Source: an optimization exercise on an open RTL-to-GDS flow (aim: small area, a short achievable clock period and few clock cycles per item). Production flows keep margins and buffers that such runs may drop. Only simulation tests tie the RTL to the original design; equivalence was not proved. Power figures rest on the tool's default switching activity, not on a simulated workload.

## design/flow/config.mk

```make
export PLATFORM = sky130hd
export DESIGN_NAME = Final_p
export DESIGN_NICKNAME = Final_p
export VERILOG_FILES = /design/flow/design.v
export SDC_FILE = /design/flow/constraint.sdc
export NUM_CORES = 4
export LEC_CHECK = 0
export CAP_MARGIN = 20
export CORE_MARGIN = 2
export CORE_UTILIZATION = 40
export SETUP_SLACK_MARGIN = 1.0
export SLEW_MARGIN = 20
```

## design/flow/constraint.sdc

```tcl
create_clock -name core_clock -period 4.0 [get_ports {clk}]
set_input_delay 0.8000 -clock core_clock [delete_from_list [all_inputs] [get_ports {clk}]]
set_output_delay 0.8000 -clock core_clock [all_outputs]
set_load 0.01 [all_outputs]
```

## design/flow/design.v

```verilog
`timescale 1ns / 1ps
module Final_p(quotient, remainder, done, rowk, columnk, equal, clk, rst);
output [15:0] quotient, remainder;
output done;
input equal, clk, rst;
input [3:0] rowk, columnk;
function [4:0] add5;
	input [4:0] x;
	input [4:0] k;
	integer v;
	begin
		add5 = 5'd0;
		for (v = 0; v < 32; v = v + 1)
			if (x == v)
				add5 = v + k;
	end
endfunction
wire row_ok = (rowk == 4'd1) | (rowk == 4'd2) | (rowk == 4'd4) | (rowk == 4'd8);
wire col_ok = (columnk == 4'd1) | (columnk == 4'd2) | (columnk == 4'd4) | (columnk == 4'd8);
wire kv = row_ok & col_ok;
wire [3:0] d;
assign d[3] = rowk[3] | (rowk[2] & ~columnk[1]) | (rowk[1] & columnk[3]);
assign d[2] = rowk[3] | (rowk[1] & ~columnk[3]) | (rowk[0] & columnk[3]);
assign d[1] = ((rowk[3] | rowk[2]) & (columnk[3] | columnk[2])) |
              ((rowk[1] | rowk[0]) & (columnk[2] | columnk[1]));
assign d[0] = (rowk[3] & (columnk[3] | columnk[1])) | (rowk[2] & (columnk[3] | columnk[0])) |
              ((rowk[1] | rowk[0]) & (columnk[2] | columnk[0]));
reg prev_kv;
wire press = kv & ~prev_kv;
reg [2:0] cnt;		 
reg full;		 
reg [15:0] r;		 
reg [15:0] dv;		 
reg [15:0] q;		 
reg [4:0] p;		 
reg nz;			 
wire dnz = (d != 4'd0);
wire first = (cnt == 3'd4);
wire last = (cnt == 3'd7);
wire nzp = nz & ~first;					 
wire [3:0] nd = d[3] ? d : d[2] ? {d[2:0], 1'b0} : d[1] ? {d[1:0], 2'b0} : {d[0], 3'b0};
wire [4:0] pm1 = add5(p, 5'd31);
wire [4:0] pm2 = add5(p, 5'd30);
wire [4:0] pm3 = add5(p, 5'd29);
wire [4:0] pm4 = add5(p, 5'd28);
wire [4:0] pp1 = add5(p, 5'd1);
wire [4:0] pp2 = add5(p, 5'd2);
wire [4:0] pp3 = add5(p, 5'd3);
wire [4:0] pl = last ? (d[3] ? p : d[2] ? pp1 : d[1] ? pp2 : pp3)
                     : (d[3] ? pm4 : d[2] ? pm3 : d[1] ? pm2 : pm1);
reg [4:0] pa;
always @(*) begin
	case ({cnt[1:0], d[3], d[2], d[1]})
		5'b00100, 5'b00101, 5'b00110, 5'b00111: pa = 5'd12;
		5'b00010, 5'b00011: pa = 5'd11;
		5'b00001: pa = 5'd10;
		5'b00000: pa = 5'd9;
		5'b01100, 5'b01101, 5'b01110, 5'b01111: pa = 5'd8;
		5'b01010, 5'b01011: pa = 5'd7;
		5'b01001: pa = 5'd6;
		5'b01000: pa = 5'd5;
		5'b10100, 5'b10101, 5'b10110, 5'b10111: pa = 5'd4;
		5'b10010, 5'b10011: pa = 5'd3;
		5'b10001: pa = 5'd2;
		5'b10000: pa = 5'd1;
		5'b11100, 5'b11101, 5'b11110, 5'b11111: pa = 5'd0;
		5'b11010, 5'b11011: pa = 5'd31;
		5'b11001: pa = 5'd30;
		default: pa = 5'd29;
	endcase
end
reg [15:0] placed;
integer i, j;
always @(*) begin
	placed = 16'd0;
	for (i = 0; i < 16; i = i + 1)
		for (j = 0; j < 4; j = j + 1)
			if (p == ((i - j) & 31))
				placed[i] = placed[i] | (nzp ? d[j] : nd[j]);
end
wire run = nz & ~p[4];
wire step = full & run;
wire [16:0] diff = {1'b0, r} - {1'b0, dv};
wire ge = ~diff[16];
assign done = equal & full & ~run;
assign quotient = q;
assign remainder = r;
always @(posedge clk or posedge rst) begin
	if (rst) begin
		prev_kv <= 1'b0;
		cnt <= 3'd0;
		full <= 1'b0;
	end
	else begin
		prev_kv <= kv;
		if (press) begin
			cnt <= {cnt[2] ^ (cnt[1] & cnt[0]), cnt[1] ^ cnt[0], ~cnt[0]};
			full <= last;
		end
	end
end
always @(posedge clk) begin
	if (press & ~cnt[2])
		r <= {r[11:0], d};
	else if (step & ge)
		r <= diff[15:0];
	if ((press & cnt[2]) | step)
		dv <= cnt[2] ? ((first ? 16'd0 : dv) | placed) : {1'b0, dv[15:1]};
	if ((press & last) | step)
		q <= cnt[2] ? {16{~(nzp | dnz)}} : {q[14:0], ge};
	if (press) begin
		if (~cnt[2]) begin
			if (cnt[1:0] == 2'd0)
				p <= dnz ? pa : 5'b11100;
			else if (~nz & dnz)
				p <= pa;
			nz <= (nz & (cnt[1:0] != 2'd0)) | dnz;
		end
		else begin
			nz <= nzp | dnz;
			if (nzp)
				p <= last ? p : pm4;
			else if (dnz)
				p <= pl;
		end
	end
	else if (step)
		p <= pm1;
end
endmodule
```

## design/flow/flow/run.sh

```bash
#!/bin/bash
# Standard ORFS layout, with plain buffers on the ports and the resizer free to
# swap any cell for another of the same function.
set -u
bash standard.sh finish \
  'BUFFER_PORTS_ARGS=-buffer_cell sky130_fd_sc_hd__buf_2' \
  MATCH_CELL_FOOTPRINT=0 > standard.log 2>&1
```

## design/flow/standard.sh

```bash
#!/bin/bash
# synth_recipe.tcl (not shown) runs the flow's synth.tcl, then flattens the netlist and writes it again
# the make line also repeats each setting of config.mk as NAME=value (left out here)
make -C /OpenROAD-flow-scripts/flow DESIGN_CONFIG=/design/flow/config.mk WORK_HOME=/design/flow/orfs CLKGATE_MAP_FILE= SYNTH_SCRIPT=/design/flow/synth_recipe.tcl "${@:-finish}"
```

==> run_results.csv, run 1 <==
group,metric,value,unit
floorplan,core,12500,um2
layout,n_antenna_cell,0,
logic_synthesis,post-synth-top-area-cell,"sky130_fd_sc_hd__edfxtp_1",
setup_path,r2r-start,"cnt[0]",
layout,fillerInstances,1257,
logic_synthesis,post_synth.cell_area_avg,8.62,um2
logic_synthesis,yosysUniqueCellTypes,76,
sta,report.final.setup_viol,0,
grt,globalRoute.totalOverflow,0,
placement,detailed_place.area,5340,um2
pwr,share_comb_of_total_power,43.2,%
route,ant_nets,0,
sta,drv_slew,0,
setup_path,timing.critical_path.cells,"buf_2, mux2i_2, nand2_1, o22a_1, mux4_2, a32o_1",
setup_path,crit_arrival,2.94,ns
pwr,seqPwrFrac,30.5,%
layout,utilization,45.6,%
worst_hold_path,hold_path_class,"primary input to async pin",
pwr,cell_internal_pwr,0.00192,W
pwr,worst_ir_drop_vdd,0.340,mV
floorplan,pin_count,44,
logic_synthesis,synth_fp_nets,625,
layout,final_area,5690,um2
setup_path,data_required_time_of_the_worst_path,4.09,ns
route,drc,0,
sta,hold_viol,0,
logic_synthesis,asyncSetResetFlopFracSynth,8.47,%
setup_path,kind_of_critical_path,"primary input to flop",
floorplan,rows,41,
route,wl,14600,um
clock_tree,post-cts-setup-buffers,0,
setup_path,r2r_cell_count,8,
flow_run,maxCapViolations,0,
setup_path,worst_setup_path_end_kind,"flop",
run_status,run_status,"complete, no violations",
route,initialDrtViolationCount,491,
grt,grt_first_pass_wirelength,23300,um
floorplan,initial_standard_cell_utilization_of_the_core,40.6,%
logic_synthesis,synth_top_flop_cell,"sky130_fd_sc_hd__edfxtp_1",
clock_tree,numClockSinks,59,
layout,layoutNonFillerInstCount,786,
floorplan,fp.dieArea,13600,um2
setup_path,setup.worst_path.start,"columnk[3]",
sta,maxSlewHeadroom,32.6,%
layout,syn_to_final_growth,12.3,%
pwr,clock_power_share,26.3,%
logic_synthesis,post_synth_inst_count,587,
setup_path,cp_num_buf_inv,1,
layout,final_layout_size_suffix_gt1_share,14.0,%
logic_synthesis,top_area_cell_type_share_of_the_netlist_area,32.0,%
sta,timing.clock.skew,0.00794,ns
placement,dpl_wire_length,10300,um
setup_path,path_delay_family,"multiplexers",
pwr,leak,2.17,nW
setup_path,cpPeakStageDelay,0.51,ns
layout,nNetsFinal,647,
route,detailroute.via_count,4816,
pwr,power.density_cell_area,549,nW/um2
logic_synthesis,yosys_register_bits,59,
grt,first_global_vias,4459,
sta,post-route-min-period,2.84,ns
logic_synthesis,ys_top_cells_by_area,"sky130_fd_sc_hd__edfxtp_1 (32%), sky130_fd_sc_hd__ha_1 (6.4%), sky130_fd_sc_hd__o21ai_0 (5.6%)",
sta,worst_pin_slew,1.00,ns
grt,groute.usage.overall,22.2,%
clock_tree,cts_tree,"built",
grt,grt_max_degree,46,
clock_tree,clkLatencyLatePin,0.34,ns
clock_tree,path_clk_slew,0.05,ns
layout,highest_count_cells_in_the_layout_ignoring_fill_and_taps,"sky130_fd_sc_hd__nand2_1 (59), sky130_fd_sc_hd__o21ai_0 (56), sky130_fd_sc_hd__edfxtp_1 (54)",
grt,antenna_violations_before_repair,0,
route,vias_per_cell,6.13,
logic_synthesis,synth-warning-count,1,
layout,mostFrequentLayoutCell,"sky130_fd_sc_hd__nand2_1",
sta,rsz0062_at_grt,"no",
floorplan,chipWidth,117,um
placement,port_buffers,43,
placement,placed_cells_incl_taps,769,
clock_tree,ctsRootBufferMaster,"sky130_fd_sc_hd__clkbuf_16",
placement,finalWeightedCongestion,0.920,
setup_path,worst_setup_path_endpoint,"dv[15]",
sta,max_freq,0.352,GHz
pwr,net-switching-power,0.00121,W
setup_path,critPathLaunchType,"primary input",
route,drt_pre_antenna_iters,8,
route,post_drt_wl_per_cell,18.6,um
clock_tree,htree_num_levels,3,
logic_synthesis,syn_area,5060,um2
sta,period_share,71.1,%
pwr,report.power.total,0.00312,W
clock_tree,numCtsBuffers,9,
setup_path,slowest_cell_on_the_critical_path,"sky130_fd_sc_hd__mux4_2",
clock_tree,cts_buffer_depth,2,
setup_path,worstSetupPathDepth,6,
setup_path,register_to_register_setup_slack,1.18,ns
logic_synthesis,synth_sequential_area_ratio,34.5,%
pwr,switching_share,38.6,%
sta,setup_tns,0,ns
logic_synthesis,number_of_flops_mapped_to_enable_cells_by_yosys,54,
floorplan,dieHeight,117,um
setup_path,critical_path_peak_fanout,12,
setup_path,timing.rr.end,"dv[15]",
## per-layer routing
metal	global-route usage, %	routed length, um	vias to the layer above
met3	4.72	1030	29
li1	-	-	2277
met5	0	0	-
met4	8.73	350	0
met1	30.7	6710	2306
met2	34.0	6500	204
## synth_stat cells, types with 5 or more instances
master / count
sky130_fd_sc_hd__buf_6: 6
sky130_fd_sc_hd__o211ai_1: 10
sky130_fd_sc_hd__o41ai_1: 5
sky130_fd_sc_hd__nor3_1: 16
sky130_fd_sc_hd__clkbuf_1: 23
sky130_fd_sc_hd__inv_1: 51
sky130_fd_sc_hd__nand2b_1: 7
sky130_fd_sc_hd__o22ai_1: 6
sky130_fd_sc_hd__and2_1: 9
sky130_fd_sc_hd__a211oi_1: 6
sky130_fd_sc_hd__nand2_1: 59
sky130_fd_sc_hd__nor2_1: 28
sky130_fd_sc_hd__a221oi_1: 11
sky130_fd_sc_hd__a21o_1: 7
sky130_fd_sc_hd__nand3_1: 12
sky130_fd_sc_hd__xnor2_1: 9
sky130_fd_sc_hd__edfxtp_1: 54
sky130_fd_sc_hd__a32oi_1: 8
sky130_fd_sc_hd__o21a_1: 10
sky130_fd_sc_hd__and3_1: 5
sky130_fd_sc_hd__nor2b_1: 7
sky130_fd_sc_hd__ha_1: 26
sky130_fd_sc_hd__dfrtp_1: 5
sky130_fd_sc_hd__o31ai_1: 7
sky130_fd_sc_hd__buf_2: 8
sky130_fd_sc_hd__a21oi_1: 34
sky130_fd_sc_hd__or3_1: 6
sky130_fd_sc_hd__a22oi_1: 8
sky130_fd_sc_hd__o21ai_0: 57
sky130_fd_sc_hd__a31oi_1: 10
## power groups by stage
stage	combinational (W)	clock, W	sequential [W]
floorplan	0.000988	0	0.000947
global placement	0.00129	0	0.000961
detailed placement	0.00131	0	0.000965
CTS	0.00131	0.000834	0.000954
global route	0.00150	0.000853	0.000970
finish	0.00135	0.000820	0.000954
## area by class of cell
| type | instances | area (um2) | area share (%) |
|---|---|---|---|
| multi-input cells | 434 | 2930 | 51.5 |
| flip-flops and latches | 59 | 1750 | 30.7 |
| repair buffers | 53 | 290 | 5.11 |
| clock buffers | 9 | 225 | 3.96 |
| well taps | 172 | 215 | 3.79 |
| inverters | 52 | 195 | 3.43 |
| clock inverters | 7 | 82.6 | 1.45 |
## per-stage QoR
step / setup WS [ns] / hold slack (ns)
final: 1.16 / 0.355
after CTS: 1.03 / 0.352
after global routing: 1.01 / 0.369
after floorplan: 1.17 / 0.526
after global placement: 0.869 / 0.563
after detailed placement: 0.827 / 0.577
## sequential cells by signal, indices dropped and copies added (netlist names)
signal and count:
dv 16, q 16, r 16, p 5
cnt 3, full 1, nz 1, prev_kv 1
## what timing repair did
action | CTS | global route
hold buffers | 0 | 0
cloned | 0 | 1
endpoints found under the setup margin | 16 | 24
pin swaps | 0 | 1
gates resized for setup | 1 | 7
## worst min-delay path by stage
stage | from | end | slack (ns)
finish | rst | full | 0.35
global route | rst | cnt[2] | 0.37
CTS | rst | cnt[1] | 0.35
detailed placement | dv[15] | dv[15] | 0.58
global placement | dv[15] | dv[15] | 0.56
floorplan | full | full | 0.53
## logic make-up after synthesis
group	count (synthesis)	synth area share, %
mux	4	1.11
flops	59	34.5
xor+xnor	12	2.08
fa+ha+maj	27	6.82
compound gates	221	30.1
buf+inv	95	8.43
simple gates	169	17.0
Testbench counts, summed over its fixed seeds: cycles 9,363, divisions 1,600.
==> run 2, diff against run 1 <==
--- a/design/flow/config.mk
+++ b/design/flow/config.mk
@@ -9,4 +9,4 @@
 export CORE_MARGIN = 2
 export CORE_UTILIZATION = 40
-export SETUP_SLACK_MARGIN = 1.0
+export SETUP_SLACK_MARGIN = 1.5
 export SLEW_MARGIN = 20
==> run 2 against run 1 <==
Effect of this change: still clean on timing, DRC and antenna; hold slack better by 0.056 ns; sequential cell count is the same; clock skew barely moved; final cell count grew 5.3%; combinational power rose by 19%; power is 10% higher; synthesized area unchanged; first-iteration DRC count is 6.5% higher; critical path depth is 1 higher; count of clock-buffer cells in the layout is the same; routed wire length increased by 12%; critical endpoint is now r[3]; highest routed layer unchanged.
==> run_results.csv, run 2 <==
group,metric,value,unit
run_status,run_status,"complete, no violations",
setup_path,data_required_time_of_the_worst_path,4.08,ns
floorplan,rows,41,
floorplan,core,12500,um2
sta,timing.clock.skew,0.00765,ns
setup_path,kind_of_critical_path,"flop to flop",
setup_path,setup.worst_path.start,"r[9]",
layout,highest_count_cells_in_the_layout_ignoring_fill_and_taps,"sky130_fd_sc_hd__edfxtp_1 (54), sky130_fd_sc_hd__o21ai_0 (53), sky130_fd_sc_hd__nand2_1 (52)",
pwr,power.density_cell_area,527,nW/um2
logic_synthesis,number_of_flops_mapped_to_enable_cells_by_yosys,54,
layout,n_antenna_cell,0,
setup_path,cpPeakStageDelay,0.52,ns
clock_tree,path_clk_slew,0.06,ns
route,ant_nets,0,
logic_synthesis,synth_most_common_cell,"sky130_fd_sc_hd__nand2_1",
floorplan,pin_count,44,
logic_synthesis,syn_area,5060,um2
placement,worst_case_setup_slack_after_placement,0.733,ns
route,post_drt_wl_per_cell,19.7,um
layout,mostFrequentLayoutCell,"sky130_fd_sc_hd__edfxtp_1",
setup_path,r2r-start,"r[9]",
clock_tree,cts_hold_repair.buffers,0,
logic_synthesis,ys_top_cells_by_area,"sky130_fd_sc_hd__edfxtp_1 (32%), sky130_fd_sc_hd__ha_1 (6.4%), sky130_fd_sc_hd__o21ai_0 (5.6%)",
setup_path,cp_common_cell,"sky130_fd_sc_hd__a21o_1",
layout,utilization,52.4,%
logic_synthesis,post_synth.cell_area_avg,8.62,um2
grt,antenna_violations_before_repair,0,
setup_path,timing.rr.end,"r[3]",
route,wl,16300,um
grt,grt_max_degree,28,
layout,syn_to_final_growth,29.1,%
setup_path,worstSetupPathDepth,7,
sta,worst_pin_slew,0.539,ns
logic_synthesis,asyncSetResetFlopFracSynth,8.47,%
route,detailroute.via_count,5004,
sta,maxSlewHeadroom,63.7,%
logic_synthesis,synth_fp_nets,625,
grt,first_global_vias,4636,
sta,postLayoutSetupSlackWorst,1.49,ns
grt,groute.usage.overall,24.3,%
route,drt_pre_antenna_iters,5,
setup_path,critical_path_peak_fanout,8,
logic_synthesis,post-synth-top-area-cell,"sky130_fd_sc_hd__edfxtp_1",
sta,drv_slew,0,
clock_tree,numCtsBuffers,9,
setup_path,crit_arrival,2.59,ns
grt,globalRoute.totalOverflow,0,
logic_synthesis,yosysUniqueCellTypes,76,
setup_path,worst_setup_path_endpoint,"r[3]",
setup_path,r2r_cell_count,7,
flow_run,maxCapViolations,0,
setup_path,worst_setup_path_end_kind,"flop",
placement,dpl_wire_length,10900,um
logic_synthesis,top_area_cell_type_share_of_the_netlist_area,32.0,%
route,drc,0,
setup_path,path_delay_family,"compound AO/OA/AOI/OAI gates",
floorplan,chipWidth,117,um
route,vias_per_cell,6.04,
sta,post-route-min-period,2.51,ns
sta,period_share,62.7,%
sta,hold_viol,0,
floorplan,initial_standard_cell_utilization_of_the_core,40.6,%
clock_tree,numClockSinks,59,
setup_path,critPathLaunchType,"flop",
layout,final_layout_size_suffix_gt1_share,29.1,%
setup_path,slowest_cell_on_the_critical_path,"sky130_fd_sc_hd__o41a_4",
logic_synthesis,synth-warning-count,1,
sta,rsz0062_at_grt,"yes",
pwr,worst_ir_drop_vdd,0.271,mV
route,initialDrtViolationCount,523,
layout,largestRegisters,"dv (16), q (16), r (16)",
floorplan,dieHeight,117,um
sta,timing.hold.ws,0.411,ns
setup_path,timing.critical_path.cells,"ha_4, a21o_1, a21o_1, a221oi_2, a21oi_2, o21a_2, o41a_4",
logic_synthesis,synth_sequential_area_ratio,34.5,%
placement,finalWeightedCongestion,0.947,
layout,fillerInstances,1156,
clock_tree,cts_buffer_depth,2,
setup_path,register_to_register_setup_slack,1.49,ns
worst_hold_path,hold_path_class,"primary input to async pin",
sta,report.final.setup_viol,0,
floorplan,fp.dieArea,13600,um2
logic_synthesis,synthTopCellsByCount,"sky130_fd_sc_hd__nand2_1 (59), sky130_fd_sc_hd__o21ai_0 (57), sky130_fd_sc_hd__edfxtp_1 (54)",
logic_synthesis,post_synth_inst_count,587,
pwr,leak,2.46,nW
sta,setup_tns,0,ns
sta,max_freq,0.398,GHz
grt,grt_first_pass_wirelength,25100,um
clock_tree,htree_num_levels,3,
setup_path,cp_num_buf_inv,0,
logic_synthesis,synth_top_flop_cell,"sky130_fd_sc_hd__edfxtp_1",
placement,port_buffers,43,
clock_tree,cts_tree,"built",
clock_tree,ctsRootBufferMaster,"sky130_fd_sc_hd__clkbuf_16",
layout,nNetsFinal,689,
logic_synthesis,yosys_register_bits,59,
clock_tree,clkLatencyLatePin,0.35,ns
==> run 2: cell counts after synthesis <==
Identical to the previous run, type by type.
==> run 2: logic make-up (layout without fill, tap and decap cells) <==
logic type,after synthesis,in the layout,synth area share (%)
flip-flops,59,59,34.5
multiplexers,4,4,1.11
buffers and inverters,95,163,8.43
AO/OA/AOI/OAI,221,222,30.1
AND/OR/NAND/NOR,169,169,17.0
adder cells (fa/ha/maj),27,27,6.82
XOR/XNOR,12,12,2.08
==> run 2: worst min path at each step <==
| stage | startpoint | end | slack, ns | depth (start not counted) |
|---|---|---|---|---|
| 2_1_floorplan | full | full | 0.53 | 2 |
| 3_3_place_gp | dv[15] | dv[15] | 0.56 | 1 |
| 3_5_place_dp | dv[15] | dv[15] | 0.57 | 1 |
| 4_1_cts | rst | full | 0.40 | 2 |
| 5_1_grt | rst | full | 0.41 | 2 |
| 6_report | rst | full | 0.41 | 2 |
==> run 2: layout make-up <==
| cell class | count | area [um2] | area share [%] |
|---|---|---|---|
| multi-input combinational | 434 | 3370 | 51.6 |
| sequential | 59 | 1750 | 26.8 |
| timing repair buffer | 95 | 674 | 10.3 |
| clock buffer | 9 | 225 | 3.45 |
| tap | 172 | 215 | 3.29 |
| inverter | 52 | 195 | 2.99 |
| clock inverter | 7 | 100 | 1.53 |
==> run 2: per-layer routing <==
layer  track usage, %  vias up  part of all wire, %
met2             36.3      263                   44
li1                 -     2357                    -
met3             5.35       38                  8.3
met5                0        -                    0
met1             34.1     2346                   44
met4             9.68        0                  3.1
==> run 2: through the flow <==
step / power, W / std cells / cell area [um2]
after floorplan: 0.00195 / 587 / 5150
after global placement: 0.00228 / 776 / 5460
after detailed placement: 0.00230 / 776 / 5460
after CTS: 0.00332 / 812 / 6170
after global routing: 0.00364 / 828 / 6530
final: 0.00344 / 828 / 6530
==> run 2: repair_timing <==
| action | in CTS | in global routing |
|---|---|---|
| gates resized for setup | 57 | 49 |
| buffers inserted | 19 | 15 |
| cloned | 1 | 1 |
| pin swaps | 12 | 22 |
| endpoints found under the setup margin | 104 | 98 |
==> run 2: power breakdown <==
group          switching (W)  internal [W]
registers          0.0000867      0.000869
clock network       0.000321      0.000549
logic               0.000953      0.000662
total                0.00136       0.00208
==> run 3, diff against run 2 <==
--- a/design/flow/config.mk
+++ b/design/flow/config.mk
@@ -9,4 +9,3 @@
 export CORE_MARGIN = 2
 export CORE_UTILIZATION = 40
-export SETUP_SLACK_MARGIN = 1.5
 export SLEW_MARGIN = 20
==> run 3 against run 2 <==
Effect of this change: still clean; combinational power decreased by 16%; maximum frequency decreased by 18%; critical endpoint is now r[1]; sequential cell count unchanged; critical path type unchanged; critical path depth increased by 3; register-to-register slack got worse by 0.54 ns.
==> run_results.csv, run 3 <==
group,metric,value,unit
run_status,run_status,"complete, no violations",
layout,nNetsFinal,650,
floorplan,core,12500,um2
clock_tree,path_clk_slew,0.05,ns
sta,timing.clock.skew,0.00633,ns
logic_synthesis,synth_sequential_area_ratio,34.5,%
setup_path,timing.critical_path.cells,"inv_1, ha_1, fa_1, nor2b_1, o21ai_0, a2111o_1, a21oi_1, o21a_1, o41a_1, buf_4",
floorplan,rows,41,
logic_synthesis,synth_fp_nets,625,
route,post_drt_wl_per_cell,19.1,um
clock_tree,clkLatencyLatePin,0.34,ns
layout,largestRegisters,"dv (16), q (16), r (16)",
logic_synthesis,yosys_register_bits,59,
logic_synthesis,asyncSetResetFlopFracSynth,8.47,%
logic_synthesis,syn_area,5060,um2
logic_synthesis,synth_top_flop_cell,"sky130_fd_sc_hd__edfxtp_1",
placement,placed_cells_incl_taps,773,
flow_run,maxCapViolations,0,
route,ant_nets,0,
worst_hold_path,hold_path_class,"primary input to async pin",
layout,highest_count_cells_in_the_layout_ignoring_fill_and_taps,"sky130_fd_sc_hd__nand2_1 (59), sky130_fd_sc_hd__o21ai_0 (57), sky130_fd_sc_hd__edfxtp_1 (54)",
grt,antenna_violations_before_repair,0,
grt,first_global_vias,4466,
route,drt_pre_antenna_iters,5,
pwr,worst_ir_drop_vdd,0.198,mV
placement,port_buffers,43,
clock_tree,cts_buffer_depth,2,
grt,globalRoute.totalOverflow,0,
route,vias_per_cell,6.00,
clock_tree,numClockSinks,59,
clock_tree,ctsRootBufferMaster,"sky130_fd_sc_hd__clkbuf_16",
sta,max_freq,0.328,GHz
setup_path,cpPeakStageDelay,0.44,ns
layout,syn_to_final_growth,12.6,%
setup_path,critical_path_peak_fanout,16,
sta,drv_slew,0,
pwr,leak,2.20,nW
logic_synthesis,yosysUniqueCellTypes,76,
grt,groute.usage.overall,23.5,%
sta,post-route-min-period,3.05,ns
logic_synthesis,post-synth-top-area-cell,"sky130_fd_sc_hd__edfxtp_1",
logic_synthesis,post_synth.cell_area_avg,8.62,um2
logic_synthesis,post_synth_inst_count,587,
sta,maxSlewHeadroom,40.2,%
setup_path,worst_setup_path_end_kind,"flop",
floorplan,fp.dieArea,13600,um2
placement,dpl_wire_length,10700,um
clock_tree,cts_tree,"built",
layout,mostFrequentLayoutCell,"sky130_fd_sc_hd__nand2_1",
logic_synthesis,number_of_flops_mapped_to_enable_cells_by_yosys,54,
clock_tree,numCtsBuffers,9,
logic_synthesis,synthTopCellsByCount,"sky130_fd_sc_hd__nand2_1 (59), sky130_fd_sc_hd__o21ai_0 (57), sky130_fd_sc_hd__edfxtp_1 (54)",
logic_synthesis,ys_top_cells_by_area,"sky130_fd_sc_hd__edfxtp_1 (32%), sky130_fd_sc_hd__ha_1 (6.4%), sky130_fd_sc_hd__o21ai_0 (5.6%)",
logic_synthesis,top_area_cell_type_share_of_the_netlist_area,32.0,%
route,drc,0,
setup_path,data_required_time_of_the_worst_path,4.02,ns
route,initialDrtViolationCount,468,
setup_path,kind_of_critical_path,"flop to flop",
floorplan,dieHeight,117,um
grt,grt_max_degree,48,
clock_tree,cts_hold_repair.buffers,0,
placement,finalWeightedCongestion,0.941,
route,detailroute.via_count,4733,
pwr,power.density_cell_area,560,nW/um2
sta,hold_viol,0,
layout,final_layout_size_suffix_gt1_share,13.9,%
route,wl,15100,um
layout,n_antenna_cell,0,
sta,report.final.setup_viol,0,
floorplan,pin_count,44,
floorplan,chipWidth,117,um
setup_path,critPathLaunchType,"flop",
clock_tree,htree_num_levels,3,
sta,setup_tns,0,ns
clock_tree,ctsResizeCount,0,
clock_tree,post-cts-setup-buffers,0,
floorplan,initial_standard_cell_utilization_of_the_core,40.6,%
sta,rsz0062_at_grt,"no",
setup_path,crit_arrival,3.07,ns
logic_synthesis,synth_most_common_cell,"sky130_fd_sc_hd__nand2_1",
logic_synthesis,synth-warning-count,1,
sta,period_share,76.2,%
setup_path,slowest_cell_on_the_critical_path,"sky130_fd_sc_hd__a2111o_1",
sta,worst_pin_slew,0.897,ns
grt,grt_first_pass_wirelength,24300,um
layout,layoutNonFillerInstCount,789,
## run 3: cell counts after synthesis
Identical to the previous run, type by type.
## run 3: cell families (layout without fill, tap and decap cells)
family	after synthesis	after routing	synth area share (%)
adders and majority gates	27	27	6.82
xor gates and xnor gates	12	12	2.08
muxes	4	4	1.11
DFF	59	59	34.5
and+or+nand+nor	169	169	17.0
AOI/OAI and AO/OA	221	221	30.1
buffers and inverters	95	125	8.43
## run 3: layout make-up
cell class,count,area (um2)
clock buffer,10,229
clock inverter,6,104
fill,1279,6770
inverter,52,195
multi-input combinational,433,2890
sequential,59,1750
tap,172,215
timing repair buffer,57,320
## run 3: routing by layer
layer  vias up  wire (um)  GRT usage, %
met2       167       6550          34.7
met5         -          0             0
met1      2273       7340          34.1
met4         0        237          7.30
met3        18        961          5.45
li1       2275          -             -
## run 3: critical path, delay by kind of cell (launching register included)
| family | cells | cell delay, ns |
|---|---|---|
| and+or+nand+nor | 1 | 0.18 |
| AOI/OAI and AO/OA | 5 | 1.20 |
| buffers and inverters | 2 | 0.31 |
| adders and majority gates | 2 | 0.65 |
| DFF | 1 | 0.37 |
## run 3: report_power, final
part	internal, W	switching (W)
Combinational	0.000513	0.000842
Sequential	0.000869	0.0000792
Clock	0.000604	0.000282
## run 3: worst paths after layout
| path | cells after the start | slack, ns | to | from |
|---|---|---|---|---|
| worst max register to register | 10 | 0.95 | r[1] | r[0] |
| worst min-delay path | 2 | 0.39 | prev_kv | rst |
| worst min register to register | 1 | 0.58 | dv[15] | dv[15] |
| max in group asynchronous | 2 | 3.42 | full | rst |
| worst max-delay path | 10 | 0.95 | r[1] | r[0] |
| min in group core_clock | 1 | 0.58 | dv[15] | dv[15] |
## run 3: metrics by stage
step	area, um2	worst slack (ns)	util, %	hold slack, ns	power [W]
after detailed placement	5370	0.778	43.0	0.565	0.00229
after global placement	5370	0.842	43.0	0.553	0.00228
final	5700	0.950	45.7	0.388	0.00319
after floorplan	5060	0.988	-	0.526	0.00193
after global routing	5700	0.797	45.7	0.385	0.00340
after CTS	5700	0.963	45.7	0.379	0.00320
==> run 4, diff against run 3 <==
--- a/design/flow/flow/run.sh
+++ b/design/flow/flow/run.sh
@@ -4,4 +4,4 @@
 set -u
 bash standard.sh finish \
-  'BUFFER_PORTS_ARGS=-buffer_cell sky130_fd_sc_hd__buf_2' \
+  'BUFFER_PORTS_ARGS=-buffer_cell sky130_fd_sc_hd__buf_1' \
   MATCH_CELL_FOOTPRINT=0 > standard.log 2>&1
--- a/design/flow/config.mk
+++ b/design/flow/config.mk
@@ -9,3 +9,6 @@
 export CORE_MARGIN = 2
 export CORE_UTILIZATION = 40
+export CTS_BUF_LIST = sky130_fd_sc_hd__clkbuf_4
+export CTS_CLUSTER_DIAMETER = 200
+export CTS_CLUSTER_SIZE = 40
 export SLEW_MARGIN = 20
==> run 4 against run 3 <==
Effect of this change: clock skew up 0.013 ns; die area is the same; first-iteration DRC count grew 34%; utilization fell by 2.1 points; largest power group unchanged.
==> run_results.csv, run 4 <==
group,metric,value,unit
run_status,run_status,"complete, no violations",
clock_tree,htree_num_levels,3,
setup_path,crit_arrival,3.41,ns
sta,drv_slew,0,
pwr,power.density_cell_area,492,nW/um2
pwr,report.power.total,0.00267,W
floorplan,dieHeight,117,um
layout,mostFrequentLayoutCell,"sky130_fd_sc_hd__nand2_1",
route,post_drt_wl_per_cell,18.7,um
clock_tree,cts_tree,"built",
layout,final_layout_size_suffix_gt1_share,7.44,%
sta,hold_viol,0,
logic_synthesis,post-synth-top-area-cell,"sky130_fd_sc_hd__edfxtp_1",
logic_synthesis,synth_fp_nets,625,
floorplan,core,12500,um2
logic_synthesis,synth_top_flop_cell,"sky130_fd_sc_hd__edfxtp_1",
setup_path,critPathLaunchType,"flop",
layout,fillerInstances,1268,
clock_tree,numCtsBuffers,9,
logic_synthesis,post_synth_inst_count,587,
sta,maxSlewHeadroom,39.0,%
sta,post-route-min-period,3.18,ns
grt,grt_max_degree,48,
clock_tree,ctsResizeCount,0,
logic_synthesis,syn_area,5060,um2
layout,utilization,43.6,%
logic_synthesis,top_area_cell_type_share_of_the_netlist_area,32.0,%
pwr,worst_ir_drop_vdd,0.198,mV
setup_path,kind_of_critical_path,"flop to flop",
logic_synthesis,asyncSetResetFlopFracSynth,8.47,%
placement,finalWeightedCongestion,0.970,
layout,nNetsFinal,651,
setup_path,worst_setup_path_end_kind,"flop",
layout,multi_input_comb_area,2890,um2
sta,postLayoutSetupSlackWorst,0.816,ns
logic_synthesis,synthTopCellsByCount,"sky130_fd_sc_hd__nand2_1 (59), sky130_fd_sc_hd__o21ai_0 (57), sky130_fd_sc_hd__edfxtp_1 (54)",
layout,layoutNonFillerInstCount,790,
setup_path,critical_path_peak_fanout,12,
route,vias_per_cell,6.14,
clock_tree,ctsRootBufferMaster,"sky130_fd_sc_hd__clkbuf_4",
floorplan,rows,41,
route,drc,0,
sta,timing.clock.skew,0.0192,ns
logic_synthesis,yosys_register_bits,59,
setup_path,slowest_cell_on_the_critical_path,"sky130_fd_sc_hd__a21boi_0",
clock_tree,clkLatencyLatePin,0.46,ns
placement,port_buffers,43,
layout,largestRegisters,"dv (16), q (16), r (16)",
layout,syn_to_final_growth,7.32,%
logic_synthesis,number_of_flops_mapped_to_enable_cells_by_yosys,54,
setup_path,timing.critical_path.cells,"inv_1, ha_1, a21boi_0, a2111oi_0, buf_4, o22a_1, mux4_2, a32o_1",
placement,dpl_wire_length,10600,um
floorplan,initial_standard_cell_utilization_of_the_core,40.6,%
logic_synthesis,yosysUniqueCellTypes,76,
sta,setup_tns,0,ns
clock_tree,numClockSinks,59,
floorplan,fp.dieArea,13600,um2
flow_run,maxCapViolations,0,
placement,placed_cells_incl_taps,774,
grt,groute.usage.overall,22.4,%
logic_synthesis,synth-warning-count,1,
clock_tree,cts_hold_repair.buffers,0,
layout,seqCellArea,1750,um2
sta,report.final.setup_viol,0,
sta,worst_pin_slew,0.913,ns
layout,highest_count_cells_in_the_layout_ignoring_fill_and_taps,"sky130_fd_sc_hd__nand2_1 (59), sky130_fd_sc_hd__o21ai_0 (57), sky130_fd_sc_hd__edfxtp_1 (54)",
logic_synthesis,ys_top_cells_by_area,"sky130_fd_sc_hd__edfxtp_1 (32%), sky130_fd_sc_hd__ha_1 (6.4%), sky130_fd_sc_hd__o21ai_0 (5.6%)",
setup_path,cp_num_buf_inv,2,
route,initialDrtViolationCount,629,
logic_synthesis,synth_most_common_cell,"sky130_fd_sc_hd__nand2_1",
logic_synthesis,post_synth.cell_area_avg,8.62,um2
route,ant_nets,0,
sta,max_freq,0.314,GHz
pwr,leak,1.97,nW
grt,first_global_vias,4282,
floorplan,pin_count,44,
route,detailroute.via_count,4847,
sta,period_share,79.6,%
grt,antenna_violations_before_repair,0,
grt,globalRoute.totalOverflow,0,
clock_tree,path_clk_slew,0.13,ns
logic_synthesis,synth_sequential_area_ratio,34.5,%
route,drt_pre_antenna_iters,6,
layout,n_antenna_cell,0,
floorplan,chipWidth,117,um
route,wl,14800,um
setup_path,cpPeakStageDelay,0.64,ns
setup_path,path_delay_family,"compound AO/OA/AOI/OAI gates",
worst_hold_path,hold_path_class,"primary input to async pin",
grt,grt_first_pass_wirelength,23300,um
placement,worst_case_setup_slack_after_placement,0.613,ns
setup_path,data_required_time_of_the_worst_path,4.23,ns
sta,rsz0062_at_grt,"no",
clock_tree,post-cts-setup-buffers,0,
clock_tree,cts_buffer_depth,2,
==> run 4: changes by cell type in the layout (fill, tap and decap cells not counted), moves of 3 or more <==
cell / previous run / this run
sky130_fd_sc_hd__buf_1: 0 / 43
sky130_fd_sc_hd__buf_2: 43 / 0
sky130_fd_sc_hd__bufinv_16: 3 / 0
sky130_fd_sc_hd__clkbuf_16: 9 / 0
sky130_fd_sc_hd__clkbuf_4: 0 / 9
sky130_fd_sc_hd__clkinvlp_4: 0 / 4
==> run 4: cell families (layout without fill, tap and decap cells) <==
group           after synthesis  count (layout)  share of synthesized area, %
compound gates              221             221                          30.1
xor+xnor                     12              12                          2.08
fa+ha+maj                    27              27                          6.82
buf+inv                      95             126                          8.43
flops                        59              59                          34.5
mux                           4               4                          1.11
simple gates                169             169                          17.0
==> run 4: where the power goes <==
group          internal [W]  switching [W]  leakage [nW]
Clock              0.000123       0.000265        0.0537
Combinational      0.000504       0.000831          1.36
Sequential         0.000865      0.0000845         0.559
==> run 4: per-layer routing <==
layer | up-vias | track usage [%] | share of wire [%]
li1 | 2265 | - | -
met1 | 2310 | 33.2 | 47
met2 | 235 | 31.7 | 42
met3 | 37 | 5.35 | 8.5
met4 | 0 | 7.86 | 2.3
met5 | - | 0 | 0
==> run 4: path summary, 6_finish.rpt <==
path,start,endpoint,slack (ns),cells past startpoint
worst min-delay path,rst,prev_kv,0.25,2
worst min register to register,dv[15],dv[15],0.59,1
worst max register to register,cnt[0],dv[15],0.82,8
min in group core_clock,dv[15],dv[15],0.59,1
worst max-delay path,cnt[0],dv[15],0.82,8
max in group asynchronous,rst,full,3.48,2
==> run 4: worst register-to-register path, cell delays in order (launching register included) <==
cell and delay [ns]:
sky130_fd_sc_hd__dfrtp_1 0.43, sky130_fd_sc_hd__inv_1 0.09, sky130_fd_sc_hd__ha_1 0.23, sky130_fd_sc_hd__a21boi_0 0.64
sky130_fd_sc_hd__a2111oi_0 0.22, sky130_fd_sc_hd__buf_4 0.20, sky130_fd_sc_hd__o22a_1 0.36, sky130_fd_sc_hd__mux4_2 0.53
sky130_fd_sc_hd__a32o_1 0.26
==> run 4: cell type report <==
class,count,area share [%]
Clock buffer,9,1.24
Clock inverter,7,0.829
Inverter,52,3.59
Multi-Input combinational cell,433,53.2
Sequential cell,59,32.2
Tap cell,172,3.96
Timing Repair Buffer,58,5.04
==> run 4: stage by stage <==
step / hold slack [ns] / cell area, um2
2_1_floorplan: 0.526 / 5060
3_3_place_gp: 0.555 / 5320
3_5_place_dp: 0.561 / 5320
4_1_cts: 0.222 / 5430
5_1_grt: 0.234 / 5430
6_report: 0.252 / 5430
==> run 5, diff against run 4 <==
--- a/design/flow/config.mk
+++ b/design/flow/config.mk
@@ -9,6 +9,7 @@
 export CORE_MARGIN = 2
 export CORE_UTILIZATION = 40
-export CTS_BUF_LIST = sky130_fd_sc_hd__clkbuf_4
+export CTS_BUF_LIST = sky130_fd_sc_hd__clkbuf_8
 export CTS_CLUSTER_DIAMETER = 200
 export CTS_CLUSTER_SIZE = 40
+export SETUP_SLACK_MARGIN = 1.5
 export SLEW_MARGIN = 20
==> run 5 against run 4 <==
Effect of this change: clock skew down 0.010 ns; final cell count up 4.9%; count of clock-buffer cells in the layout up 1; power up 16%; sequential power up 1%; critical endpoint unchanged; largest power group unchanged.
==> run_results.csv, run 5 <==
group,metric,value,unit
run_status,run_status,"complete, no violations",
layout,nNetsFinal,690,
layout,multi_input_comb_area,3270,um2
logic_synthesis,yosysUniqueCellTypes,76,
layout,highest_count_cells_in_the_layout_ignoring_fill_and_taps,"sky130_fd_sc_hd__nand2_1 (54), sky130_fd_sc_hd__edfxtp_1 (54), sky130_fd_sc_hd__o21ai_0 (52)",
setup_path,cpPeakStageDelay,0.46,ns
setup_path,cp_common_cell,"sky130_fd_sc_hd__buf_4",
sta,maxSlewHeadroom,58.9,%
logic_synthesis,post_synth.cell_area_avg,8.62,um2
sta,timing.clock.skew,0.00886,ns
worst_hold_path,hold_path_class,"primary input to async pin",
floorplan,fp.dieArea,13600,um2
flow_run,maxCapViolations,0,
layout,utilization,50.3,%
pwr,power.density_cell_area,494,nW/um2
floorplan,rows,41,
floorplan,core,12500,um2
setup_path,critical_path_peak_fanout,16,
grt,antenna_violations_before_repair,0,
pwr,worst_ir_drop_vdd,0.194,mV
setup_path,timing.critical_path.cells,"buf_4, mux2i_4, nand2_4, nor3_1, o21ai_1, buf_4, mux4_2, a32o_1",
sta,post-route-min-period,2.57,ns
sta,hold_viol,0,
clock_tree,clkLatencyLatePin,0.35,ns
grt,first_global_vias,4650,
logic_synthesis,post_synth_inst_count,587,
clock_tree,ctsRootBufferMaster,"sky130_fd_sc_hd__clkbuf_8",
placement,worst_case_setup_slack_after_placement,0.660,ns
setup_path,critPathLaunchType,"primary input",
placement,dpl_wire_length,11000,um
setup_path,cp_num_buf_inv,2,
setup_path,data_required_time_of_the_worst_path,4.11,ns
setup_path,worst_setup_path_end_kind,"flop",
sta,period_share,64.3,%
logic_synthesis,top_area_cell_type_share_of_the_netlist_area,32.0,%
layout,n_antenna_cell,0,
setup_path,kind_of_critical_path,"primary input to flop",
layout,largestRegisters,"dv (16), q (16), r (16)",
grt,globalRoute.totalOverflow,0,
logic_synthesis,synth_sequential_area_ratio,34.5,%
clock_tree,numCtsBuffers,9,
logic_synthesis,number_of_flops_mapped_to_enable_cells_by_yosys,54,
sta,drv_slew,0,
logic_synthesis,post-synth-top-area-cell,"sky130_fd_sc_hd__edfxtp_1",
sta,rsz0062_at_grt,"yes",
logic_synthesis,syn_area,5060,um2
floorplan,initial_standard_cell_utilization_of_the_core,40.6,%
logic_synthesis,asyncSetResetFlopFracSynth,8.47,%
pwr,leak,2.29,nW
sta,worst_pin_slew,0.609,ns
logic_synthesis,synth_fp_nets,625,
floorplan,dieHeight,117,um
clock_tree,cts_tree,"built",
grt,grt_max_degree,38,
logic_synthesis,ys_top_cells_by_area,"sky130_fd_sc_hd__edfxtp_1 (32%), sky130_fd_sc_hd__ha_1 (6.4%), sky130_fd_sc_hd__o21ai_0 (5.6%)",
route,detailroute.via_count,5040,
clock_tree,cts_buffer_depth,2,
route,drc,0,
route,drt_pre_antenna_iters,6,
placement,finalWeightedCongestion,1.01,
floorplan,pin_count,44,
logic_synthesis,synth_most_common_cell,"sky130_fd_sc_hd__nand2_1",
route,ant_nets,0,
layout,final_layout_size_suffix_gt1_share,22.5,%
setup_path,crit_arrival,2.68,ns
layout,seqCellArea,1750,um2
clock_tree,path_clk_slew,0.07,ns
route,post_drt_wl_per_cell,19.6,um
clock_tree,htree_num_levels,3,
grt,groute.usage.overall,24.1,%
placement,port_buffers,43,
grt,grt_first_pass_wirelength,25300,um
logic_synthesis,synth-warning-count,1,
sta,setup_tns,0,ns
setup_path,slowest_cell_on_the_critical_path,"sky130_fd_sc_hd__mux4_2",
sta,report.final.setup_viol,0,
layout,syn_to_final_growth,23.9,%
logic_synthesis,yosys_register_bits,59,
sta,max_freq,0.389,GHz
sta,postLayoutSetupSlackWorst,1.43,ns
route,initialDrtViolationCount,517,
route,wl,16300,um
logic_synthesis,synth_top_flop_cell,"sky130_fd_sc_hd__edfxtp_1",
logic_synthesis,synthTopCellsByCount,"sky130_fd_sc_hd__nand2_1 (59), sky130_fd_sc_hd__o21ai_0 (57), sky130_fd_sc_hd__edfxtp_1 (54)",
layout,fillerInstances,1170,
route,vias_per_cell,6.08,
floorplan,chipWidth,117,um
setup_path,path_delay_family,"multiplexers",
clock_tree,numClockSinks,59,
-- run 5: cell counts after synthesis --
No cell type changed its count.
-- run 5: layout make-up --
type | instances | area share (%)
Clock buffer | 10 | 2.19
Clock inverter | 6 | 0.878
Timing Repair Buffer | 96 | 10.3
Multi-Input combinational cell | 434 | 52.1
Inverter | 52 | 3.17
Sequential cell | 59 | 27.9
Tap cell | 172 | 3.43
-- run 5: path summary, 6_finish.rpt --
path	slack, ns	to	cells after the start	from
max	1.43	dv[15]	8	columnk[3]
min	0.38	cnt[2]	2	rst
max reg2reg	1.45	dv[15]	9	cnt[1]
max in group asynchronous	3.34	cnt[1]	2	rst
min reg2reg	0.59	dv[15]	1	dv[15]
min in group core_clock	0.59	dv[15]	1	dv[15]
-- run 5: metal layers --
| layer | share of wire (%) | GRT usage (%) | wire [um] | vias up |
|---|---|---|---|---|
| li1 | - | - | - | 2350 |
| met1 | 45 | 35.0 | 7360 | 2409 |
| met2 | 44 | 36.4 | 7230 | 254 |
| met3 | 8.5 | 4.36 | 1380 | 27 |
| met4 | 1.8 | 7.78 | 285 | 0 |
| met5 | 0 | 0 | 0 | - |
-- run 5: power breakdown --
| group | internal [W] | leakage, nW | total [W] | switching [W] |
|---|---|---|---|---|
| Clock | 0.000298 | 0.0971 | 0.000549 | 0.000252 |
| Combinational | 0.000653 | 1.64 | 0.00159 | 0.000936 |
| Sequential | 0.000868 | 0.556 | 0.000960 | 0.0000919 |
| Total | 0.00182 | 2.29 | 0.00310 | 0.00128 |
-- run 5: repair_timing --
| action | in CTS | in global routing |
|---|---|---|
| cloned | 2 | 1 |
| gates resized for setup | 51 | 47 |
| setup endpoints to repair | 102 | 85 |
| buffers inserted | 15 | 21 |
| hold buffers | 0 | 0 |
| pin swaps | 11 | 6 |
-- run 5: cell families after synthesis --
group | after synthesis | share of synthesized area (%)
buf+inv | 95 | 8.43
xor+xnor | 12 | 2.08
compound gates | 221 | 30.1
fa+ha+maj | 27 | 6.82
mux | 4 | 1.11
simple gates | 169 | 17.0
flops | 59 | 34.5
-- run 5: worst reg2reg max path: cells and delay by family, from the launching register on --
kind            cells  cell delay [ns]
compound gates      3             0.68
mux                 1             0.48
flops               1             0.44
fa+ha+maj           1             0.15
buf+inv             3             0.44
simple gates        1             0.13
-- run 5: stage by stage --
| stage | std cells | area (um2) | total power, W | hold slack, ns |
|---|---|---|---|---|
| 3_3_place_gp | 774 | 5390 | 0.00226 | 0.558 |
| 4_1_cts | 807 | 5900 | 0.00298 | 0.361 |
| 6_report | 829 | 6270 | 0.00310 | 0.381 |
| 2_1_floorplan | 587 | 5150 | 0.00195 | 0.525 |
| 3_5_place_dp | 774 | 5390 | 0.00229 | 0.567 |
| 5_1_grt | 829 | 6270 | 0.00331 | 0.372 |
==> run 6, diff against run 5 <==
--- a/design/flow/design.v
+++ b/design/flow/design.v
@@ -44,9 +44,5 @@
 wire [4:0] pm3 = add5(p, 5'd29);
 wire [4:0] pm4 = add5(p, 5'd28);
-wire [4:0] pp1 = add5(p, 5'd1);
-wire [4:0] pp2 = add5(p, 5'd2);
-wire [4:0] pp3 = add5(p, 5'd3);
-wire [4:0] pl = last ? (d[3] ? p : d[2] ? pp1 : d[1] ? pp2 : pp3)
-                     : (d[3] ? pm4 : d[2] ? pm3 : d[1] ? pm2 : pm1);
+wire [4:0] pl = d[3] ? pm4 : d[2] ? pm3 : d[1] ? pm2 : pm1;
 reg [4:0] pa;
 always @(*) begin
@@ -79,5 +75,5 @@
 				placed[i] = placed[i] | (nzp ? d[j] : nd[j]);
 end
-wire run = nz & ~p[4];
+wire run = nz & ~((p[4:2] == 3'b011) | (p[4:2] == 3'b100) | (p[4:2] == 3'b101) | (p[4:2] == 3'b110));
 wire step = full & run;
 wire [16:0] diff = {1'b0, r} - {1'b0, dv};
@@ -120,5 +116,5 @@
 			nz <= nzp | dnz;
 			if (nzp)
-				p <= last ? p : pm4;
+				p <= pm4;
 			else if (dnz)
 				p <= pl;
--- a/design/flow/config.mk
+++ b/design/flow/config.mk
@@ -12,4 +12,4 @@
 export CTS_CLUSTER_DIAMETER = 200
 export CTS_CLUSTER_SIZE = 40
-export SETUP_SLACK_MARGIN = 1.5
+export SETUP_SLACK_MARGIN = 1.2
 export SLEW_MARGIN = 20
==> run 6 against run 5 <==
Effect of this change: hold slack lost 0.082 ns; routed wire length decreased by 25%; final cell count is 15% lower; sequential cell count is the same; clock power rose by 34%; sequential power is 4.5% lower; non-clock buffer count down 30; critical path depth is 1 higher; largest cell class unchanged; highest routed layer unchanged.
==> run_results.csv, run 6 <==
group,metric,value,unit
layout,mostFrequentLayoutCell,"sky130_fd_sc_hd__edfxtp_1",
pwr,worst_ir_drop_vdd,0.256,mV
floorplan,initial_standard_cell_utilization_of_the_core,40.7,%
floorplan,rows,39,
pwr,seqPwrFrac,33.1,%
floorplan,core,11300,um2
flow_run,maxCapViolations,0,
logic_synthesis,syn_area,4600,um2
pwr,clock_power_share,26.5,%
setup_path,cp_common_cell,"sky130_fd_sc_hd__buf_4",
floorplan,dieHeight,111,um
setup_path,cpPeakStageDelay,0.56,ns
route,detailroute.via_count,4140,
logic_synthesis,synth_most_common_cell,"sky130_fd_sc_hd__edfxtp_1",
clock_tree,numClockSinks,59,
layout,largestRegisters,"dv (16), q (16), r (16)",
logic_synthesis,top_area_cell_type_share_of_the_netlist_area,35.2,%
pwr,leak,2.05,nW
placement,detailed_place.area,4870,um2
logic_synthesis,post-synth-top-area-cell,"sky130_fd_sc_hd__edfxtp_1",
logic_synthesis,post_synth_inst_count,516,
setup_path,cp_num_buf_inv,5,
pwr,net-switching-power,0.000989,W
layout,syn_to_final_growth,16.5,%
layout,final_area,5360,um2
clock_tree,cts_hold_repair.buffers,0,
sta,rsz0062_at_grt,"yes",
grt,globalRoute.totalOverflow,0,
layout,nNetsFinal,597,
sta,maxSlewHeadroom,39.7,%
setup_path,critPathLaunchType,"primary input",
setup_path,crit_arrival,2.79,ns
setup_path,data_required_time_of_the_worst_path,4.01,ns
sta,worst_pin_slew,0.904,ns
floorplan,pin_count,44,
layout,n_antenna_cell,0,
setup_path,slowest_cell_on_the_critical_path,"sky130_fd_sc_hd__or4_4",
setup_path,critical_path_peak_fanout,16,
clock_tree,ctsRootBufferMaster,"sky130_fd_sc_hd__clkbuf_8",
placement,dpl_wire_length,8310,um
placement,port_buffers,43,
logic_synthesis,synthTopCellsByCount,"sky130_fd_sc_hd__edfxtp_1 (54), sky130_fd_sc_hd__nor2_1 (51), sky130_fd_sc_hd__inv_1 (46)",
grt,grt_max_degree,63,
logic_synthesis,yosys_register_bits,59,
sta,period_share,69.4,%
setup_path,timing.critical_path.cells,"buf_1, inv_1, or4_4, a221oi_4, buf_6, buf_4, buf_4, nand2_1, nand2_2",
route,initialDrtViolationCount,306,
logic_synthesis,asyncSetResetFlopFracSynth,8.47,%
setup_path,r2r-start,"r[0]",
setup_path,path_delay_family,"simple AND/OR/NAND/NOR gates",
clock_tree,cts_tree,"built",
clock_tree,cts_buffer_depth,2,
clock_tree,htree_num_levels,3,
setup_path,worst_setup_path_end_kind,"flop",
sta,drv_slew,0,
logic_synthesis,number_of_flops_mapped_to_enable_cells_by_yosys,54,
sta,setup_tns,0,ns
logic_synthesis,synth_sequential_area_ratio,37.9,%
route,wl,12300,um
layout,highest_count_cells_in_the_layout_ignoring_fill_and_taps,"sky130_fd_sc_hd__edfxtp_1 (54), sky130_fd_sc_hd__nor2_1 (51), sky130_fd_sc_hd__inv_1 (46)",
pwr,switching_share,35.7,%
clock_tree,clkLatencyLatePin,0.36,ns
route,drt_pre_antenna_iters,5,
placement,finalWeightedCongestion,0.872,
logic_synthesis,synth-warning-count,1,
sta,max_freq,0.360,GHz
route,post_drt_wl_per_cell,17.3,um
layout,utilization,47.4,%
grt,grt_first_pass_wirelength,20100,um
route,drc,0,
logic_synthesis,yosysUniqueCellTypes,71,
worst_hold_path,hold_path_class,"primary input to async pin",
route,vias_per_cell,5.85,
sta,postLayoutSetupSlackWorst,1.23,ns
clock_tree,path_clk_slew,0.07,ns
logic_synthesis,ys_top_cells_by_area,"sky130_fd_sc_hd__edfxtp_1 (35%), sky130_fd_sc_hd__ha_1 (6.8%), sky130_fd_sc_hd__o21ai_0 (4.6%)",
pwr,cell_internal_pwr,0.00178,W
run_status,run_status,"complete, no violations",
grt,first_global_vias,3926,
logic_synthesis,post_synth.cell_area_avg,8.92,um2
setup_path,setup.worst_path.start,"columnk[0]",
route,ant_nets,0,
logic_synthesis,synth_fp_nets,553,
floorplan,chipWidth,111,um
clock_tree,numCtsBuffers,9,
setup_path,kind_of_critical_path,"primary input to flop",
grt,groute.usage.overall,20.1,%
pwr,power.density_cell_area,516,nW/um2
sta,hold_viol,0,
pwr,share_comb_of_total_power,40.3,%
logic_synthesis,synth_top_flop_cell,"sky130_fd_sc_hd__edfxtp_1",
placement,worst_case_setup_slack_after_placement,0.573,ns
floorplan,fp.dieArea,12400,um2
layout,final_layout_size_suffix_gt1_share,14.0,%
sta,report.final.setup_viol,0,
grt,antenna_violations_before_repair,0,
sta,timing.clock.skew,0.0106,ns
sta,post-route-min-period,2.77,ns
==> run 6: area by class of cell <==
| cell class | count | area, um2 |
|---|---|---|
| clock buffer | 9 | 124 |
| inverter | 46 | 173 |
| sequential | 59 | 1750 |
| multi-input combinational | 378 | 2610 |
| fill | 1119 | 5960 |
| timing repair buffer | 66 | 388 |
| clock inverter | 7 | 140 |
| tap | 143 | 179 |
==> run 6: worst paths after layout <==
path,cells after the start,slack [ns],end
min in group core_clock,2,0.57,full
max in group asynchronous,2,3.53,full
worst max-delay path,9,1.23,q[1]
worst max register to register,11,1.37,r[6]
worst min-delay path,2,0.30,prev_kv
worst min register to register,2,0.57,full
==> run 6: layer usage <==
metal / track usage [%] / routed length, um / vias to the layer above
met3: 3.88 / 635 / 24
met4: 7.82 / 304 / 0
met2: 32.1 / 5720 / 146
li1: - / - / 1992
met5: 0 / 0 / -
met1: 27.0 / 5590 / 1978
==> run 6: cells by family (layout without fill, tap and decap cells) <==
group / count (synthesis) / after routing / share of synthesized area (%)
and+or+nand+nor: 154 / 154 / 16.5
xor gates and xnor gates: 16 / 16 / 3.04
buffers and inverters: 79 / 128 / 7.09
adders and majority gates: 26 / 26 / 7.23
muxes: 11 / 11 / 2.77
AOI/OAI and AO/OA: 171 / 171 / 25.4
DFF: 59 / 59 / 37.9
==> run 6: stage by stage <==
| step | hold slack [ns] | power, W | std cells |
|---|---|---|---|
| after floorplan | 0.522 | 0.00174 | 516 |
| after global placement | 0.563 | 0.00196 | 678 |
| after detailed placement | 0.556 | 0.00197 | 678 |
| after CTS | 0.305 | 0.00275 | 703 |
| after global routing | 0.318 | 0.00295 | 708 |
| final | 0.299 | 0.00277 | 708 |
==> run 6: power by group through the flow <==
stage	clock network (W)	logic (W)	registers [W]
finish	0.000735	0.00112	0.000917
global route	0.000777	0.00124	0.000931
CTS	0.000746	0.00108	0.000916
detailed placement	0	0.00105	0.000929
global placement	0	0.00103	0.000927
floorplan	0	0.000827	0.000908
==> run 6: what timing repair did <==
| item | CTS | global route |
|---|---|---|
| pin swaps | 4 | 3 |
| cloned | 2 | 0 |
| buffers inserted | 7 | 5 |
| gates resized for setup | 6 | 18 |
| endpoints found under the setup margin | 18 | 49 |
==> run 6: worst register-to-register path, cell delays in order (launching register included) <==
cell                       delay, ns
sky130_fd_sc_hd__edfxtp_1       0.35
sky130_fd_sc_hd__inv_1          0.06
sky130_fd_sc_hd__ha_1           0.22
sky130_fd_sc_hd__fa_2           0.36
sky130_fd_sc_hd__nor2b_1        0.13
sky130_fd_sc_hd__o21ai_1        0.10
sky130_fd_sc_hd__nand2_1        0.12
sky130_fd_sc_hd__a21oi_1        0.11
sky130_fd_sc_hd__o31ai_2        0.36
sky130_fd_sc_hd__nand2_2        0.13
sky130_fd_sc_hd__a31oi_4        0.23
sky130_fd_sc_hd__buf_12         0.17
Testbench counts of run 6, summed over its fixed seeds: cycles 9,363, divisions 1,600.
==> run 7, diff against run 6 <==
--- a/design/flow/flow/run.sh
+++ b/design/flow/flow/run.sh
@@ -4,4 +4,4 @@
 set -u
 bash standard.sh finish \
-  'BUFFER_PORTS_ARGS=-buffer_cell sky130_fd_sc_hd__buf_1' \
+  'BUFFER_PORTS_ARGS=-buffer_cell sky130_fd_sc_hd__buf_2' \
   MATCH_CELL_FOOTPRINT=0 > standard.log 2>&1
--- a/design/flow/config.mk
+++ b/design/flow/config.mk
@@ -9,7 +9,4 @@
 export CORE_MARGIN = 2
 export CORE_UTILIZATION = 40
-export CTS_BUF_LIST = sky130_fd_sc_hd__clkbuf_8
-export CTS_CLUSTER_DIAMETER = 200
-export CTS_CLUSTER_SIZE = 40
-export SETUP_SLACK_MARGIN = 1.2
+export SETUP_SLACK_MARGIN = 1.0
 export SLEW_MARGIN = 20
==> run 7 against run 6 <==
Effect of this change: setup slack worse by 0.12 ns; synthesized cell count stayed put; first-iteration DRC count is 5.6% higher; register-to-register slack worse by 0.16 ns; maximum frequency is 4.1% lower; global-route usage is 0.69 points lower; hold slack better by 0.060 ns; sequential cell count stayed put; routed wire length is 3.9% lower; design area hardly changed.
==> run_results.csv, run 7 <==
group,metric,value,unit
route,initialDrtViolationCount,323,
grt,groute.usage.overall,19.4,%
layout,n_antenna_cell,0,
grt,grt_first_pass_wirelength,19500,um
setup_path,critPathLaunchType,"primary input",
sta,worst_pin_slew,0.934,ns
route,drc,0,
setup_path,r2r_cell_count,11,
pwr,net-switching-power,0.00100,W
clock_tree,numCtsBuffers,9,
grt,first_global_vias,3856,
floorplan,core,11300,um2
clock_tree,ctsRootBufferMaster,"sky130_fd_sc_hd__clkbuf_16",
layout,multi_input_comb_area,2560,um2
run_status,run_status,"complete, no violations",
sta,setup_tns,0,ns
logic_synthesis,post_synth.cell_area_avg,8.92,um2
setup_path,data_required_time_of_the_worst_path,4.08,ns
placement,dpl_wire_length,8310,um
pwr,clock_power_share,32.3,%
pwr,power.density_cell_area,553,nW/um2
pwr,leak,2.12,nW
logic_synthesis,synth_sequential_area_ratio,37.9,%
logic_synthesis,post_synth_inst_count,516,
grt,grt_max_degree,63,
sta,report.final.setup_viol,0,
pwr,seqPwrFrac,30.9,%
logic_synthesis,synth_fp_nets,553,
layout,fillerInstances,1098,
layout,largestRegisters,"dv (16), q (16), r (16)",
sta,rsz0062_at_grt,"no",
pwr,share_comb_of_total_power,36.8,%
setup_path,r2r-start,"r[0]",
layout,final_area,5360,um2
layout,highest_count_cells_in_the_layout_ignoring_fill_and_taps,"sky130_fd_sc_hd__edfxtp_1 (54), sky130_fd_sc_hd__nor2_1 (51), sky130_fd_sc_hd__inv_1 (46)",
sta,period_share,72.4,%
sta,drv_slew,0,
logic_synthesis,asyncSetResetFlopFracSynth,8.47,%
placement,placed_cells_incl_taps,678,
sta,max_freq,0.345,GHz
sta,hold_viol,0,
worst_hold_path,hold_path_class,"primary input to async pin",
logic_synthesis,number_of_flops_mapped_to_enable_cells_by_yosys,54,
floorplan,initial_standard_cell_utilization_of_the_core,40.7,%
logic_synthesis,synth_most_common_cell,"sky130_fd_sc_hd__edfxtp_1",
clock_tree,path_clk_slew,0.05,ns
logic_synthesis,synthTopCellsByCount,"sky130_fd_sc_hd__edfxtp_1 (54), sky130_fd_sc_hd__nor2_1 (51), sky130_fd_sc_hd__inv_1 (46)",
floorplan,fp.dieArea,12400,um2
logic_synthesis,synth-warning-count,1,
route,wl,11800,um
logic_synthesis,yosysUniqueCellTypes,71,
clock_tree,cts_tree,"built",
setup_path,crit_arrival,2.98,ns
logic_synthesis,top_area_cell_type_share_of_the_netlist_area,35.2,%
layout,utilization,47.3,%
pwr,switching_share,33.8,%
logic_synthesis,synth_top_flop_cell,"sky130_fd_sc_hd__edfxtp_1",
logic_synthesis,post-synth-top-area-cell,"sky130_fd_sc_hd__edfxtp_1",
placement,detailed_place.area,4930,um2
logic_synthesis,syn_area,4600,um2
placement,port_buffers,43,
floorplan,dieHeight,111,um
setup_path,timing.rr.end,"r[8]",
route,vias_per_cell,5.80,
grt,antenna_violations_before_repair,0,
sta,timing.clock.skew,0.00411,ns
layout,mostFrequentLayoutCell,"sky130_fd_sc_hd__edfxtp_1",
layout,layoutNonFillerInstCount,698,
setup_path,critical_path_peak_fanout,25,
route,ant_nets,0,
floorplan,pin_count,44,
flow_run,maxCapViolations,0,
setup_path,register_to_register_setup_slack,1.21,ns
placement,finalWeightedCongestion,0.846,
layout,nNetsFinal,587,
clock_tree,clkLatencyLatePin,0.33,ns
clock_tree,numClockSinks,59,
sta,post-route-min-period,2.89,ns
grt,globalRoute.totalOverflow,0,
route,drt_pre_antenna_iters,5,
logic_synthesis,ys_top_cells_by_area,"sky130_fd_sc_hd__edfxtp_1 (35%), sky130_fd_sc_hd__ha_1 (6.8%), sky130_fd_sc_hd__o21ai_0 (4.6%)",
layout,syn_to_final_growth,16.4,%
layout,final_layout_size_suffix_gt1_share,18.0,%
route,detailroute.via_count,4048,
pwr,cell_internal_pwr,0.00196,W
setup_path,setup.worst_path.start,"columnk[0]",
logic_synthesis,yosys_register_bits,59,
route,post_drt_wl_per_cell,16.9,um
clock_tree,htree_num_levels,3,
floorplan,rows,39,
floorplan,chipWidth,111,um
sta,maxSlewHeadroom,37.7,%
setup_path,worst_setup_path_end_kind,"flop",
layout,seqCellArea,1750,um2
setup_path,kind_of_critical_path,"primary input to flop",
pwr,worst_ir_drop_vdd,0.213,mV
clock_tree,cts_buffer_depth,2,
[run 7: cell counts after synthesis]
No cell type changed its count.
[run 7: final cells by class]
class,count,share of cell area (%)
Clock inverter,7,2.61
Inverter,46,3.22
Multi-Input combinational cell,378,47.8
Timing Repair Buffer,56,6.28
Clock buffer,9,4.20
Tap cell,143,3.34
Sequential cell,59,32.6
[run 7: worst max-delay path by stage]
stage | to
after global routing | r[15]
after floorplan | q[0]
final | r[15]
after CTS | r[15]
after global placement | r[15]
after detailed placement | r[15]
[run 7: worst max-delay path, cell delays in order]
cell	delay, ns
sky130_fd_sc_hd__buf_2	0.10
sky130_fd_sc_hd__inv_1	0.05
sky130_fd_sc_hd__or4_1	0.57
sky130_fd_sc_hd__a221oi_2	0.40
sky130_fd_sc_hd__buf_6	0.24
sky130_fd_sc_hd__nor2b_1	0.18
sky130_fd_sc_hd__buf_6	0.24
sky130_fd_sc_hd__nor4b_1	0.09
sky130_fd_sc_hd__a211oi_1	0.22
sky130_fd_sc_hd__nand2_1	0.07
[run 7: metal layers]
layer	track usage [%]	wire, um	vias to the layer above
met5	0	0	-
met4	7.49	265	0
met3	3.77	686	21
met2	29.2	5400	140
met1	27.6	5420	1910
li1	-	-	1977
[run 7: metrics by stage]
stage / hold slack, ns / power (W) / worst slack [ns]
after floorplan: 0.522 / 0.00173 / 1.02
after global placement: 0.536 / 0.00197 / 0.780
after detailed placement: 0.550 / 0.00199 / 0.715
after CTS: 0.366 / 0.00297 / 1.06
after global routing: 0.378 / 0.00315 / 1.01
final: 0.359 / 0.00297 / 1.11
[run 7: cells by family (layout without fill, tap and decap cells)]
| logic type | Yosys count | after routing | synth area share (%) |
|---|---|---|---|
| AO/OA/AOI/OAI | 171 | 171 | 25.4 |
| flip-flops | 59 | 59 | 37.9 |
| AND/OR/NAND/NOR | 154 | 154 | 16.5 |
| buffers and inverters | 79 | 118 | 7.09 |
| multiplexers | 11 | 11 | 2.77 |
| XOR/XNOR | 16 | 16 | 3.04 |
| adder cells (fa/ha/maj) | 26 | 26 | 7.23 |
[run 7: what timing repair did]
action / in CTS / in global routing
hold endpoints to repair: 0 / 0
hold buffers: 0 / 0
cloned: 0 / 0
resized for setup: 0 / 7
endpoints found under the setup margin: 20 / 29
pin swaps: 2 / 2
setup buffers: 4 / 0
[run 7: power by group through the flow]
stage / combinational (W) / sequential [W] / clock (W)
2_1_floorplan: 0.000826 / 0.000908 / 0
3_3_place_gp: 0.00105 / 0.000926 / 0
3_5_place_dp: 0.00106 / 0.000929 / 0
4_1_cts: 0.00108 / 0.000917 / 0.000972
5_1_grt: 0.00121 / 0.000931 / 0.00100
6_report: 0.00109 / 0.000917 / 0.000957

re-timing with driven ports:
Ports are ideal in the flow. The routed layouts listed here were re-timed in OpenROAD.
Step 1, drivers: a clkbuf_16 drives clk and a buf_2 each remaining input, both assumed.
Step 2 adds t to the input delays and takes it off the output delays; t is the mean of the earliest and latest rising clock arrival at the registers after step 1. Input paths then give back, and output paths get back, about the clock's delay inside the block.
Slacks: ideal / step 1 / step 2; pairs: ideal / step 1.
| run | t, ns | setup slack, ns | worst data-port slew with drivers (ns) | cell pins on the clock port's net |
|---|---|---|---|---|
| run 1 | 0.378 | 1.156 / 1.171 / 0.793 | 0.03 | 1 |
| run 2 | 0.385 | 1.490 / 1.490 / 1.133 | 0.06 | 1 |
| run 3 | 0.376 | 0.950 / 0.950 / 0.752 | 0.03 | 1 |
| run 4 | 0.479 | 0.816 / 0.816 / 0.584 | 0.03 | 1 |
| run 5 | 0.384 | 1.428 / 1.435 / 1.052 | 0.03 | 1 |
| run 6 | 0.388 | 1.225 / 1.238 / 0.850 | 0.03 | 1 |
| run 7 | 0.366 | 1.105 / 1.120 / 0.754 | 0.03 | 1 |
After both steps every run listed still meets setup and hold. For run 5, which loses most, drivers alone change the setup slack by +0.007 ns; drivers and shift together by -0.376 ns.
